Background: an optimization exercise with open tools, aiming at small area, a short achievable clock period and few clock cycles. Do not read the settings as production practice.
At most, simulation tests tie the RTL to the original design; equivalence was not proved.
Power figures rest on the tool's default switching activity, not on a simulated workload.

==> flow/design.v <==
module alu(
    input logic clk,
    input logic rst,
    input logic in_alu,
    input logic[31:0] operand1,
    input logic[31:0] operand2,
    input logic [5:0]operation,
    input logic[5:0]op,
    input logic [4:0]shamt,
    output logic[31:0] result,
    output logic out_alu
);
localparam logic [1:0] ST_IDLE = 2'd0, ST_MUL = 2'd1, ST_DIV1 = 2'd2, ST_DIV = 2'd3;
logic [1:0]  st;
logic [4:0]  cnt;
logic [31:0] rem;      
logic [4:0]  bdr;      
logic        swp;      
wire [31:0] A = operand1;
wire [31:0] B = operand2;
wire [3:0]  oc = operation[3:0];
wire op_add = (oc == 4'd13);
wire op_sub = (oc == 4'd1);
wire op_lt  = (oc == 4'd4);
wire op_gt  = (oc == 4'd5);
wire op_eq  = (oc == 4'd6);
wire op_sll = (oc == 4'd2);
wire op_srl = (oc == 4'd3);
wire op_sra = (oc == 4'd7);
wire op_rol = (oc == 4'd8) | (oc == 4'd10);
wire op_ror = (oc == 4'd9);
wire op_mul = (oc == 4'd11);
wire op_div = (oc == 4'd12);
wire op_cmp = op_lt | op_gt | op_eq;
wire idle    = (st == ST_IDLE);
wire s_mul   = (st == ST_MUL);
wire s_div1  = (st == ST_DIV1);
wire s_div   = (st == ST_DIV);
function automatic [7:0] sign_groups(input [31:0] x);
    logic z, o;
    z = ~x[31];
    o = x[31];
    sign_groups[7] = 1'b1;
    for (int g = 6; g >= 0; g--) begin
        z = z & ~(|x[4*g+3 +: 4]);
        o = o & (&x[4*g+3 +: 4]);
        sign_groups[g] = z | o;
    end
endfunction
function automatic [4:0] group_bits(input [31:0] x, input [2:0] g);
    logic [32:0] xe;
    xe = {x, 1'b0};
    group_bits = xe[{g, 2'b00} +: 5];
endfunction
function automatic [7:0] top_group(input [31:0] x, input [7:0] sgn);
    logic [32:0] xe;
    logic [4:0] b;
    logic [2:0] t;
    xe = {x, 1'b0};
    b = 5'd0;
    t = 3'd0;
    for (int g = 0; g < 8; g++)
        if (sgn[g] & ((g == 0) | ~sgn[(g == 0) ? 0 : g-1])) begin
            b = b | xe[4*g +: 5];
            t = t | g[2:0];
        end
    top_group = {t, b};
endfunction
wire [7:0] sga = sign_groups(A);
wire [7:0] sgb = sign_groups(B);
wire [7:0] tga = top_group(A, sga);
wire [7:0] tgb = top_group(B, sgb);
wire       swp_n = |(sga & ~sgb);     
wire [2:0] t0 = swp_n ? tga[7:5] : tgb[7:5];
wire [4:0] bd0 = swp_n ? tga[4:0] : tgb[4:0];
wire [31:0] dsrc  = swp ? A : B;
wire [31:0] mcand = rem;
function automatic [32:0] booth_pp(input [2:0] d, input [31:0] a);
    logic one, two, neg;
    logic [31:0] m;
    one = d[1] ^ d[0];
    two = (d[2] & ~d[1] & ~d[0]) | (~d[2] & d[1] & d[0]);
    neg = d[2];
    m = one ? a : (two ? {a[30:0], 1'b0} : 32'd0);
    booth_pp = {neg, m ^ {32{neg}}};
endfunction
wire [32:0] pplo = booth_pp(bdr[2:0], mcand);
wire [32:0] pphi = booth_pp(bdr[4:2], mcand);
wire [31:0] mx = {result[27:0], 1'b0, pphi[32], 1'b0, pplo[32]};
wire [31:0] my = pplo[31:0];
wire [31:0] mz = {pphi[29:0], 2'b00};
wire [31:0] csa_s = mx ^ my ^ mz;
wire [31:0] csa_c = {(mx[30:0] & my[30:0]) | (mx[30:0] & mz[30:0]) | (my[30:0] & mz[30:0]), 1'b0};
wire do_sub = s_div ? ~rem[31] : (~s_mul & ~op_add);
wire [31:0] ax = s_mul ? csa_s : (s_div ? {rem[30:0], result[31]} : (s_div1 ? shv : A));
wire [31:0] ay = s_mul ? csa_c : (B ^ {32{do_sub}});
wire [31:0] pp = ax ^ ay;
wire [31:0] gg = ax & ay;
logic [31:0] pg [0:5];
logic [31:0] gl [0:5];
assign gl[0] = {gg[31:1], gg[0] | (pp[0] & do_sub)};
assign pg[0] = {pp[31:1], 1'b0};
genvar lv, bi;
generate for (lv = 0; lv < 5; lv++) begin : g_lv
    for (bi = 0; bi < 32; bi++) begin : g_bi
        if (((bi >> lv) & 1) == 1) begin : g_op
            localparam integer J = ((bi >> lv) << lv) - 1;
            assign gl[lv+1][bi] = gl[lv][bi] | (pg[lv][bi] & gl[lv][J]);
            assign pg[lv+1][bi] = pg[lv][bi] & pg[lv][J];
        end else begin : g_pass
            assign gl[lv+1][bi] = gl[lv][bi];
            assign pg[lv+1][bi] = pg[lv][bi];
        end
    end
end endgenerate
wire [32:0] asum = {gl[5][31], pp ^ {gl[5][30:0], do_sub}};
wire borrow = ~asum[32];             
wire eq = &pp;                       
wire lt = borrow;
wire gt = ~borrow & ~eq;
wire cmp_bit = (op_lt & lt) | (op_gt & gt) | (op_eq & eq);
wire [31:0] sa = s_div1 ? rem : A;
wire left = op_sll | op_rol;
wire [4:0] samt = s_div1 ? cnt : shamt;
wire [4:0] n = left ? (~samt + 5'd1) : samt;
wire [63:0] rr = {sa, sa} >> n;
wire [31:0] rot = rr[31:0];
logic [31:0] m;
genvar gj;
generate for (gj = 0; gj < 32; gj++) begin : g_mask
    assign m[gj] = left ? (5'(gj) >= samt) : ((6'(gj) + {1'b0, samt}) <= 6'd31);
end endgenerate
wire is_rot = op_rol | op_ror;
wire [31:0] shv = is_rot ? rot : ((rot & m) | (~m & {32{op_sra & A[31]}}));
function automatic [5:0] bitlen(input [31:0] x);
    bitlen = 6'd0;
    for (int j = 0; j < 32; j++) if (x[j]) bitlen = j[5:0] + 6'd1;
endfunction
wire [5:0] sdiff = bitlen(A) - bitlen(B);
logic [31:0] res_n;
logic        out_n;
logic [1:0]  st_n;
logic [4:0]  cnt_n;
always_comb begin
    res_n = asum[31:0];
    out_n = 1'b0;
    st_n  = st;
    cnt_n = cnt - 5'd1;
    case (st)
    ST_IDLE: begin
        out_n = 1'b1;
        if (op_cmp) res_n = {31'd0, cmp_bit};
        else if (op_mul) begin
            res_n = 32'd0;
            out_n = 1'b0;
            st_n = ST_MUL;
            cnt_n = {2'b00, t0};
        end else if (op_div) begin
            res_n = 32'd0;
            out_n = lt;
            st_n = lt ? ST_IDLE : ST_DIV1;
            cnt_n = sdiff[4:0];
        end else if (!(op_add | op_sub)) res_n = shv;
    end
    ST_MUL: begin
        if (cnt[2:0] == 3'd0) begin
            out_n = 1'b1;
            st_n = ST_IDLE;
        end
    end
    ST_DIV1: begin
        res_n = (rot & ~m) | {31'd0, ~asum[31]};
        if (cnt == 5'd0) begin
            out_n = 1'b1;
            st_n = ST_IDLE;
        end else st_n = ST_DIV;
    end
    default: begin
        res_n = {result[30:0], ~asum[31]};
        if (cnt == 5'd0) begin
            out_n = 1'b1;
            st_n = ST_IDLE;
        end
    end
    endcase
end
always_ff @(posedge clk) begin
    result <= res_n;
    cnt <= cnt_n;
    if (idle)         rem <= (swp_n & op_mul) ? B : A;
    else if (~s_mul)  rem <= asum[31:0];
    bdr <= idle ? bd0 : group_bits(dsrc, cnt[2:0] - 3'd1);
    swp <= idle ? swp_n : swp;
    if (rst | ~in_alu) begin
        st <= ST_IDLE;
        out_alu <= 1'b0;
    end else begin
        st <= st_n;
        out_alu <= out_n;
    end
end
endmodule
clock: 11.0 ns
lec_check: 0
abc_area: 1
cap_margin: 20
core_margin: 2
core_utilization: 40
place_density: 0.6
setup_slack_margin: 5
slew_margin: 20
run.sh (not shown) runs the stock make flow with config.mk's settings and CLKGATE_MAP_FILE= SYNTH_SCRIPT=/design/flow/synth_recipe.tcl, a recipe that flattens the netlist after the stock synthesis.
The baseline finished with timing, DRC and antenna clean.
Change:
--- a/flow/design.v
+++ b/flow/design.v
@@ -8,11 +8,11 @@
     input logic[5:0]op,
     input logic [4:0]shamt,
     output logic[31:0] result,
     output logic out_alu
 );
-localparam logic [1:0] ST_IDLE = 2'd0, ST_MUL = 2'd1, ST_DIV1 = 2'd2, ST_DIV = 2'd3;
+localparam logic [1:0] ST_IDLE = 2'd0, ST_MUL = 2'd1, ST_DINIT = 2'd2, ST_DIV = 2'd3;
 logic [1:0]  st;
 logic [4:0]  cnt;
 logic [31:0] rem;      
 logic [4:0]  bdr;      
 logic        swp;      
@@ -32,22 +32,17 @@
 wire op_mul = (oc == 4'd11);
 wire op_div = (oc == 4'd12);
 wire op_cmp = op_lt | op_gt | op_eq;
 wire idle    = (st == ST_IDLE);
 wire s_mul   = (st == ST_MUL);
-wire s_div1  = (st == ST_DIV1);
+wire s_dinit = (st == ST_DINIT);
 wire s_div   = (st == ST_DIV);
 function automatic [7:0] sign_groups(input [31:0] x);
-    logic z, o;
-    z = ~x[31];
-    o = x[31];
+    logic [31:0] d;
+    d = x ^ {32{x[31]}};
+    for (int g = 0; g < 7; g++) sign_groups[g] = ((d >> (4*g+3)) == 32'd0);
     sign_groups[7] = 1'b1;
-    for (int g = 6; g >= 0; g--) begin
-        z = z & ~(|x[4*g+3 +: 4]);
-        o = o & (&x[4*g+3 +: 4]);
-        sign_groups[g] = z | o;
-    end
 endfunction
 function automatic [4:0] group_bits(input [31:0] x, input [2:0] g);
     logic [32:0] xe;
     xe = {x, 1'b0};
     group_bits = xe[{g, 2'b00} +: 5];
@@ -90,11 +85,11 @@
 wire [31:0] my = pplo[31:0];
 wire [31:0] mz = {pphi[29:0], 2'b00};
 wire [31:0] csa_s = mx ^ my ^ mz;
 wire [31:0] csa_c = {(mx[30:0] & my[30:0]) | (mx[30:0] & mz[30:0]) | (my[30:0] & mz[30:0]), 1'b0};
 wire do_sub = s_div ? ~rem[31] : (~s_mul & ~op_add);
-wire [31:0] ax = s_mul ? csa_s : (s_div ? {rem[30:0], result[31]} : (s_div1 ? shv : A));
+wire [31:0] ax = s_mul ? csa_s : (s_div ? {rem[30:0], result[31]} : A);
 wire [31:0] ay = s_mul ? csa_c : (B ^ {32{do_sub}});
 wire [31:0] pp = ax ^ ay;
 wire [31:0] gg = ax & ay;
 logic [31:0] pg [0:5];
 logic [31:0] gl [0:5];
@@ -117,15 +112,14 @@
 wire borrow = ~asum[32];             
 wire eq = &pp;                       
 wire lt = borrow;
 wire gt = ~borrow & ~eq;
 wire cmp_bit = (op_lt & lt) | (op_gt & gt) | (op_eq & eq);
-wire [31:0] sa = s_div1 ? rem : A;
-wire left = op_sll | op_rol;
-wire [4:0] samt = s_div1 ? cnt : shamt;
+wire left = s_dinit | op_sll | op_rol;
+wire [4:0] samt = s_dinit ? ~cnt : shamt;
 wire [4:0] n = left ? (~samt + 5'd1) : samt;
-wire [63:0] rr = {sa, sa} >> n;
+wire [63:0] rr = {A, A} >> n;
 wire [31:0] rot = rr[31:0];
 logic [31:0] m;
 genvar gj;
 generate for (gj = 0; gj < 32; gj++) begin : g_mask
     assign m[gj] = left ? (5'(gj) >= samt) : ((6'(gj) + {1'b0, samt}) <= 6'd31);
@@ -156,26 +150,24 @@
             st_n = ST_MUL;
             cnt_n = {2'b00, t0};
         end else if (op_div) begin
             res_n = 32'd0;
             out_n = lt;
-            st_n = lt ? ST_IDLE : ST_DIV1;
+            st_n = lt ? ST_IDLE : ST_DINIT;
             cnt_n = sdiff[4:0];
         end else if (!(op_add | op_sub)) res_n = shv;
     end
     ST_MUL: begin
         if (cnt[2:0] == 3'd0) begin
             out_n = 1'b1;
             st_n = ST_IDLE;
         end
     end
-    ST_DIV1: begin
-        res_n = (rot & ~m) | {31'd0, ~asum[31]};
-        if (cnt == 5'd0) begin
-            out_n = 1'b1;
-            st_n = ST_IDLE;
-        end else st_n = ST_DIV;
+    ST_DINIT: begin
+        res_n = shv;           
+        cnt_n = cnt;
+        st_n = ST_DIV;
     end
     default: begin
         res_n = {result[30:0], ~asum[31]};
         if (cnt == 5'd0) begin
             out_n = 1'b1;
@@ -185,12 +177,13 @@
     endcase
 end
 always_ff @(posedge clk) begin
     result <= res_n;
     cnt <= cnt_n;
-    if (idle)         rem <= (swp_n & op_mul) ? B : A;
-    else if (~s_mul)  rem <= asum[31:0];
+    if (idle)         rem <= swp_n ? B : A;
+    else if (s_dinit) rem <= rot & ~m;
+    else if (s_div)   rem <= asum[31:0];
     bdr <= idle ? bd0 : group_bits(dsrc, cnt[2:0] - 3'd1);
     swp <= idle ? swp_n : swp;
     if (rst | ~in_alu) begin
         st <= ST_IDLE;
         out_alu <= 1'b0;
- The changed run finished with timing, DRC and antenna clean
- setup slack gains 790 ps
- area after synthesis fell by 1.8%
- power falls by 9.8%
- wire length rises by 2.1%
- design area went down by 12%
- clock skew barely changes
- die area drops by 1.7%
- critical path depth came out lower by 26
- worst hold slack gets worse by 26 ps
- first-iteration DRC count rose by 11%
- maximum frequency rises by 13%
- global-route usage increases by 3.0 points
- via count goes down by 3.0%
- sequential power stays flat
Testbench counts after the change, summed over its fixed seeds: cycles 4,604.
For the first run of this note, only the layout was checked, not whether the RTL still works.

==> port drivers added, routing unchanged <==
How much do the figures lean on ideal ports? The routed layouts below were timed once more, with nothing changed but the port constraints.
Step 1 (the two cells are an assumption about what drives the block):
set clk [get_ports {clk}]
set_driving_cell -lib_cell sky130_fd_sc_hd__clkbuf_16 $clk
set_driving_cell -lib_cell sky130_fd_sc_hd__buf_2 [delete_from_list [all_inputs] $clk]
Step 2 times the ports against the registers' clock, not the clock port: input delays grow and output delays shrink by t, the midpoint of the rising clock arrivals with the driver on.
Slacks: ideal ports / drivers / drivers and shift; pairs: ideal ports / drivers.
run	shift t [ns]	slack for setup (ns)	worst slew at a driven data input, ns
the first run	0.419	4.052 / 4.064 / 3.645	0.06
the second run	0.435	4.846 / 4.883 / 4.447	0.07
After both steps setup and hold are still met in every run listed. The setup slack of the first run, which loses most, moves by +0.012 ns with the drivers and by -0.407 ns with both steps.
